From an optimization exercise on the open Yosys and OpenROAD flow, aimed at small area, a short achievable clock period and few clock cycles per item; shortcuts taken in it are not production practice.
In this exercise RTL edits were held to simulation tests only and were not proved equivalent to the original.

== build 88 ==
Design cordicManager, start of the top module:
module cordicManager (
  input           clk_i,
  input           nrst_i,
  input   [23:0]  freq_i,
  input           theta_iteration_valid_i,
  input   [11:0]  theta_iteration_i,
  output          dt_Ticks_valid_o,
  output          next_dt_Ticks_o,
  output  [15:0]  dt_Ticks_o
);
Size: roughly 3100 cells after synthesis, roughly 57 I/O pins.
clock: 8.0 ns
lec_check: 0
abc_area: 1
cap_margin: 20
core_margin: 2
core_utilization: 40
setup_slack_margin: 1.5
slew_margin: 20
synth_memory_max_bits: 65536
run.sh (not shown) runs the stock make flow with config.mk's settings and CLKGATE_MAP_FILE= SYNTH_SCRIPT=/design/flow/synth_recipe.tcl, a recipe that flattens the netlist after the stock synthesis.
No stage failed in build 88, and the final checks on the layout all came back clean.
Testbench counts of build 88, summed over its fixed seeds: cycles 5,624, items 512.
Setup changes, build 88 to build 23
--- a/flow/config.mk
+++ b/flow/config.mk
@@ -8,7 +8,7 @@
 export ABC_AREA = 1
-export CAP_MARGIN = 20
+export CAP_MARGIN = 0
 export CORE_MARGIN = 2
 export CORE_UTILIZATION = 40
-export SETUP_SLACK_MARGIN = 1.5
-export SLEW_MARGIN = 20
+export SETUP_SLACK_MARGIN = 2
+export SLEW_MARGIN = 0
 export SYNTH_MEMORY_MAX_BITS = 65536
- Build 88: PASS, flow complete, no timing, DRC or antenna violations
- Build 23: done, clean on timing, DRC and antenna
- When build 23 is set beside build 88, its post-detailed-routing wire length turns out to be about 0.5% larger.
- Build 23 vs. build 88: setup skew after layout level, layout buffer count excluding clock buffers higher, total vias in the final route held.
- In terms of fraction of area in clock buffers and inverters, build 88 and build 23 differ only marginally.
> inputs changed (build 23 -> build 48)
--- a/flow/config.mk
+++ b/flow/config.mk
@@ -8,7 +8,7 @@
 export ABC_AREA = 1
-export CAP_MARGIN = 0
+export CAP_MARGIN = 20
 export CORE_MARGIN = 2
-export CORE_UTILIZATION = 40
+export CORE_UTILIZATION = 35
 export SETUP_SLACK_MARGIN = 2
-export SLEW_MARGIN = 0
+export SLEW_MARGIN = 20
 export SYNTH_MEMORY_MAX_BITS = 65536
==> summary.txt <==
- From build 48 to build 23, multi-input gate count did not move at all.
- Build 48 vs build 23: cell total after placement up by a few percent
- Comparing build 48 and build 23, the lower count of clock buffers in the final design was measured on build 23.

---

Another version of the RTL of cordicManager (not shown whole).
Size in the first run: about 2500 cells after synthesis, ~150 flip-flops, roughly 57 I/O pins, ~18000 µm² of cells after synthesis.
// cordicManager
module cordicManager (
  input           clk_i,
  input           nrst_i,
  input   [23:0]  freq_i,
  input           theta_iteration_valid_i,
  input   [11:0]  theta_iteration_i,
  output          dt_Ticks_valid_o,
  output          next_dt_Ticks_o,
  output  [15:0]  dt_Ticks_o
);
localparam [26:0] C1 = 27'd6588397;
reg         busy_r, fin_r, vo_r;
reg [3:0]   cnt_r;
wire start_w = theta_iteration_valid_i & ~busy_r & ~fin_r;
always @(posedge clk_i or negedge nrst_i) begin
  if (~nrst_i) begin
    busy_r <= 1'b0;
    fin_r  <= 1'b0;
    vo_r   <= 1'b0;
    cnt_r  <= 4'd0;
  end else begin
    vo_r <= 1'b0;
    if (start_w) begin
      busy_r <= 1'b1;
      cnt_r  <= 4'd0;
    end else if (busy_r) begin
      cnt_r <= cnt_r + 4'd1;
      if (cnt_r == 4'd10) begin
        busy_r <= 1'b0;
        fin_r  <= 1'b1;
        vo_r   <= 1'b1;
      end
    end else if (fin_r & ~theta_iteration_valid_i) begin
      fin_r <= 1'b0;
    end
  end
end
assign dt_Ticks_valid_o = vo_r;
assign next_dt_Ticks_o  = fin_r & ~theta_iteration_valid_i;
wire [14:0] base_w;
wire [10:0] slope_w;
wire [8:0]  res_w;
phase_lut lut_uut (.theta_i(theta_iteration_i[10:0]), .base_o(base_w), .slope_o(slope_w), .res_o(res_w));
reg  [14:0] base_r;
reg  [10:0] slope_r;
reg  [8:0]  res_r;
reg  [2:0]  tlo_r;
always @(posedge clk_i) begin
  base_r  <= base_w;
  slope_r <= slope_w;
  res_r   <= res_w;
  tlo_r   <= theta_iteration_i[2:0];
end
function [35:0] csa;                 
  input [17:0] x, y, z;
  begin
    csa = {x ^ y ^ z, (x[16:0] & y[16:0]) | (x[16:0] & z[16:0]) | (y[16:0] & z[16:0]), 1'b0};
  end
endfunction
wire [17:0] pp0_w = tlo_r[0] ? {7'd0, slope_r}       : 18'd0;
wire [17:0] pp1_w = tlo_r[1] ? {6'd0, slope_r, 1'b0} : 18'd0;
wire [17:0] pp2_w = tlo_r[2] ? {5'd0, slope_r, 2'b0} : 18'd0;
wire [35:0] cs1_w = csa({base_r, 3'd0}, {6'd0, res_r, 3'd0}, pp0_w);
wire [35:0] cs2_w = csa(cs1_w[35:18], cs1_w[17:0], pp1_w);
wire [35:0] cs3_w = csa(cs2_w[35:18], cs2_w[17:0], pp2_w);
wire [17:0] phx_w;
  ...
make LEC_CHECK=0 CAP_MARGIN=20 CORE_MARGIN=2 CORE_UTILIZATION=40 SETUP_SLACK_MARGIN=3 SLEW_MARGIN=20 SYNTH_MEMORY_MAX_BITS=65536 finish   # period 8.0 ns
The baseline finished with timing, DRC and antenna clean.
Testbench counts at the start, summed over its fixed seeds: cycles 7,160, items 512.
Rerun with:
ABC_AREA = 1   (was default)
TNS_END_PERCENT = 10   (was default)
Effect: Setup slack gets better by 1100 ps; final area shrinks by 4.5%.

---

## P
RTL: one of the versions met above, not the one the previous note started from.
Size in the first run: about 3,100 cells after synthesis, ~57 I/O pins, ~19,000 um2 of cells after synthesis.
// cordicManager
module cordicManager (
  input           clk_i,
  input           nrst_i,
  input   [23:0]  freq_i,
  input           theta_iteration_valid_i,
  input   [11:0]  theta_iteration_i,
  output          dt_Ticks_valid_o,
  output          next_dt_Ticks_o,
  output  [15:0]  dt_Ticks_o
);
make LEC_CHECK=0 ABC_AREA=1 CAP_MARGIN=20 CORE_MARGIN=2 CORE_UTILIZATION=40 SETUP_SLACK_MARGIN=2 SLEW_MARGIN=20 SYNTH_MEMORY_MAX_BITS=65536 finish   # period 8.0 ns
P went all the way through the flow, and no timing, DRC or antenna check failed.
Testbench counts of P, summed over its fixed seeds: cycles 5,624, items 512.
#### Input delta (Q over P)
Settings: SETUP_SLACK_MARGIN: 2 -> 3.
==> comparison <==
Q vs. P: non-clock buffer instance count of the final layout went up by about 90%. Relative to P, setup slack of the critical path after layout increased by 0.33 ns in Q. Q against P: sequential share of layout area went down by 1.4 points; buffering stage count on the worst path with inverters included went up by 3.
Edits applied to the flow inputs when going from Q to R:
Settings: CORE_UTILIZATION now 50, was 40; SETUP_SLACK_MARGIN now 2.5, was 3.
R ends up with a data required time at the worst endpoint that is 0.02 ns lower than in Q. For the layout clock buffer count, R came in 1 lower than Q did. Number of placed I/O pins came out exactly the same in R and Q. Setup slack on the worst flop-to-flop path ends up lower on R. Endpoint arrival time on the critical path on R is up relative to Q. On pin slew with the least headroom to its limit: R sits below Q. Sort R and Q by non-clock buffer count asc -> top: R.

## static timing again, ports no longer ideal
The flow's constraints put no driver on any port. The routed layouts listed below were extracted and timed again, unchanged, in two steps.
Step 1 assumes that a clkbuf_16 drives the clock port and a buf_2 every other input.
Step 2 times the ports against the registers' clock, not the clock port: input delays grow and output delays shrink by t, the midpoint of the rising clock arrivals with the driver on.
Slacks: ideal / step 1 / step 2; pairs: ideal / step 1.
| run | t, ns | setup WS [ns] | worst data-port slew with drivers (ns) |
|---|---|---|---|
| build 88 | 0.518 | 2.148 / 2.148 / 2.077 | 0.06 |
| build 23 | 0.520 | 2.531 / 2.531 / 2.107 | 0.06 |
| build 48 | 0.504 | 2.464 / 2.464 / 2.111 | 0.04 |
| the first run of note 2 | 0.487 | 1.822 / 1.822 / 1.822 | 0.04 |
| the second run of note 2 | 0.512 | 2.971 / 2.993 / 2.482 | 0.04 |
| P | 0.520 | 2.531 / 2.531 / 2.107 | 0.06 |
| Q | 0.529 | 2.857 / 2.857 / 2.466 | 0.06 |
| R | 0.512 | 2.445 / 2.445 / 2.197 | 0.04 |
After both steps setup and hold are still met in every run listed. For the second run of note 2, which loses most, drivers alone change the setup slack by +0.022 ns; drivers and shift together by -0.489 ns.
